This design comes from an exercise in tuning for small area on the open sky130 flow, not from production work.
Only simulation tests tie the RTL to the original design; equivalence was not proved.
The clock input has no modelled driver; a real chip could not lean on it and would need a root buffer or a full tree.
No activity file was given, so power comes from the tool's default toggle rates.

12-26:
Design calc, start of the top module:
module calc (
    input         clk,
    input         rst,       
    input  [15:0] buttons,   
    output [23:0] bcd,       
    output        neg        
);
  reg [15:0] p;       
  reg [3:0]  k;       
  reg [23:0] X;       
  reg [23:0] R;       
  reg [23:0] W;       
  reg [5:0]  cnt;     
  reg        s;       
  reg        showR;   
  assign bcd = X;
  assign neg = showR & (R[23] | (s & (R != 24'd0)));
  wire [15:0] e = buttons & ~p;
  reg [3:0] kc;
  always @* begin
    if      (e[3])  kc = 4'd0;
    else if (e[7])  kc = 4'd1;
    else if (e[6])  kc = 4'd2;
    else if (e[5])  kc = 4'd3;
    else if (e[11]) kc = 4'd4;
    else if (e[10]) kc = 4'd5;
    else if (e[9])  kc = 4'd6;
    else if (e[15]) kc = 4'd7;
    else if (e[14]) kc = 4'd8;
    else if (e[13]) kc = 4'd9;
    else if (e[2])  kc = 4'd10;
    else if (e[1])  kc = 4'd11;
    else if (e[0])  kc = 4'd12;
    else if (e[4])  kc = 4'd13;
    else if (e[8])  kc = 4'd14;
    else            kc = 4'd15;
  end
  wire isdig = ~(k[3] & (k[2] | k[1]));
  wire isbs  = (k == 4'd10);
  wire isdiv = (k == 4'd15);
  ...
Size: ~480 cells after synthesis, roughly 100 flip-flops, ~43 I/O pins.
Settings: LEC_CHECK=0, CAP_MARGIN=20, CORE_MARGIN=2, CORE_UTILIZATION=70, SLEW_MARGIN=20; clock period 150.0 ns.
standard.sh (not shown) runs the stock make flow with config.mk's settings and CLKGATE_MAP_FILE= SYNTH_SCRIPT=/design/flow/synth_recipe.tcl, a recipe that flattens the netlist after the stock synthesis.
==> flow/flow/run.sh <==
#!/bin/bash
# The standard layout (the standard.sh: unchanged synthesis, floorplan,
# power grid, placement and routing), with these changes:
# - the port buffers that placement inserts are buf_1 cells;
# - before the CTS step, flow/mancts.tcl sets combinational cells to drive
#   strength 1 and makes the clock tree by hand: one clkbuf_16 per group
#   of flip-flops, all driven by the clock port (TritonCTS is skipped).
# The make output goes to standard.log; each step's own log stays under
# orfs/logs/.
set -euo pipefail
export BUFFER_PORTS_ARGS="-buffer_cell sky130_fd_sc_hd__buf_1"
export PRE_CTS_TCL="$(pwd)/flow/mancts.tcl"
bash standard.sh > standard.log 2>&1
==> flow/flow/mancts.tcl <==
# Run before the CTS step (PRE_CTS_TCL).
# 1. Combinational cells that synthesis gave a drive strength above 1 are
#    set back to their smallest drive strength (the slack is large; the
#    global-route step repairs any slew or load limit this breaks).
#    Flip-flops and buffers of the clock tree are left as they are.
set mancts_ngroups 3
set mancts_buf sky130_fd_sc_hd__clkbuf_16

proc mancts_downsize {} {
  set db [ord::get_db]
  set block [ord::get_db_block]
  set n 0
  foreach inst [$block getInsts] {
    set name [[$inst getMaster] getName]
    if {![regexp {^(sky130_fd_sc_hd__[a-z0-9]+)_([0-9]+)$} $name -> base size]} { continue }
    if {$size <= 1} { continue }
    if {[regexp {df|dl|clkbuf|tap|fill|decap|conb} $base]} { continue }
    foreach s {1 0} {
      set m [$db findMaster ${base}_$s]
      if {$m != "NULL" && $m != ""} {
        $inst swapMaster $m
        incr n
        break
      }
    }
  }
  puts "mancts: $n cells set to drive strength 1"
}

proc mancts_build {ngroups bufname} {
  set block [ord::get_db_block]
  set clk_net [$block findNet clk]
  set sinks {}
  foreach it [$clk_net getITerms] {
    set loc [[$it getInst] getLocation]
    lappend sinks [list $it [lindex $loc 0] [lindex $loc 1]]
  }
  set sorted [lsort -integer -index 1 $sinks]
  set n [llength $sorted]
  set groups {}
  if {$ngroups == 4} {
    set h [expr {$n / 2}]
    foreach half [list [lrange $sorted 0 [expr {$h - 1}]] [lrange $sorted $h end]] {
      set s2 [lsort -integer -index 2 $half]
      set m [expr {[llength $s2] / 2}]
      lappend groups [lrange $s2 0 [expr {$m - 1}]] [lrange $s2 $m end]
    }
  } else {
    for {set g 0} {$g < $ngroups} {incr g} {
      set a [expr {$g * $n / $ngroups}]
      set b [expr {($g + 1) * $n / $ngroups - 1}]
      lappend groups [lrange $sorted $a $b]
    }
  }
  set master [[ord::get_db] findMaster $bufname]
  set i 0
  foreach grp $groups {
    set buf [odb::dbInst_create $block $master "mancts_buf_$i"]
    set net [odb::dbNet_create $block "mancts_net_$i"]
    $net setSigType CLOCK
    set sx 0
    set sy 0
    foreach s $grp {
      set sx [expr {$sx + [lindex $s 1]}]
      set sy [expr {$sy + [lindex $s 2]}]
    }
    set cx [expr {$sx / [llength $grp]}]
    set cy [expr {$sy / [llength $grp]}]
    $buf setLocation $cx $cy
    $buf setPlacementStatus PLACED
    [$buf findITerm A] connect $clk_net
    [$buf findITerm X] connect $net
    foreach s $grp {
      set it [lindex $s 0]
      $it disconnect
      $it connect $net
    }
    puts "mancts: buffer $i drives [llength $grp] sinks at ($cx, $cy)"
    incr i
  }
}

mancts_downsize
mancts_build $mancts_ngroups $mancts_buf
rename clock_tree_synthesis mancts_orig_cts
proc clock_tree_synthesis {args} {
  puts "mancts: clock_tree_synthesis $args skipped"
}
12-26 went all the way through synthesis, placement and routing and the layout is clean on timing, DRC and antenna.
Modified inputs, 02-27 compared to 12-26
-- flow/flow/mancts.tcl --
<<< 12-26, line 5
#    Flip-flops and buffers of the clock tree are left as they are.
set mancts_ngroups 3
set mancts_buf sky130_fd_sc_hd__clkbuf_16
>>> 02-27, line 5
#    Flip-flops and buffers of the clock tree are left as they are.
set mancts_ngroups 4
set mancts_buf sky130_fd_sc_hd__clkbuf_16
### Flow results
- Between 02-27 and 12-26, it is 02-27 whose switching component of the power is higher, by about 0.7%.
- In 02-27 relative to 12-26, met1 routed wirelength after detailed routing had gone up slightly.
- Relative to 12-26, fraction of power consumed by combinational cells decreased by 0.4 points in 02-27.
- Shortest period the worst path allows on 02-27 is behind 12-26.
No run of this note takes its clock network from TritonCTS; it comes from the design's own scripts or RTL.

[port drivers added, routing unchanged]
No port has a modelled driver above. Below, the same layouts with a new extraction and two added sets of constraints.
Step 1 (the two cells are an assumption about what drives the block):
set clk [get_ports {clk}]
set_driving_cell -lib_cell sky130_fd_sc_hd__clkbuf_16 $clk
set_driving_cell -lib_cell sky130_fd_sc_hd__buf_2 [delete_from_list [all_inputs] $clk]
Step 2, shift: input delay + t, output delay - t, t = (earliest + latest rising clock arrival at the registers) / 2. This alone moves slack from input paths to output paths.
Slacks: no drivers / after step 1 / after step 2; pairs: no drivers / after step 1.
| run | t, ns | setup WS [ns] | worst setup path after step 2 | clock arrival spread, ns |
|---|---|---|---|---|
| 12-26 | 0.234 | 108.052 / 108.091 / 107.856 | input to register | 0.019 / 0.019 |
| 02-27 | 0.235 | 108.009 / 108.068 / 107.833 | input to register | 0.007 / 0.007 |
After both steps every run listed still meets setup and hold. For 12-26, which loses most, drivers alone change the setup slack by +0.039 ns; drivers and shift together by -0.196 ns.
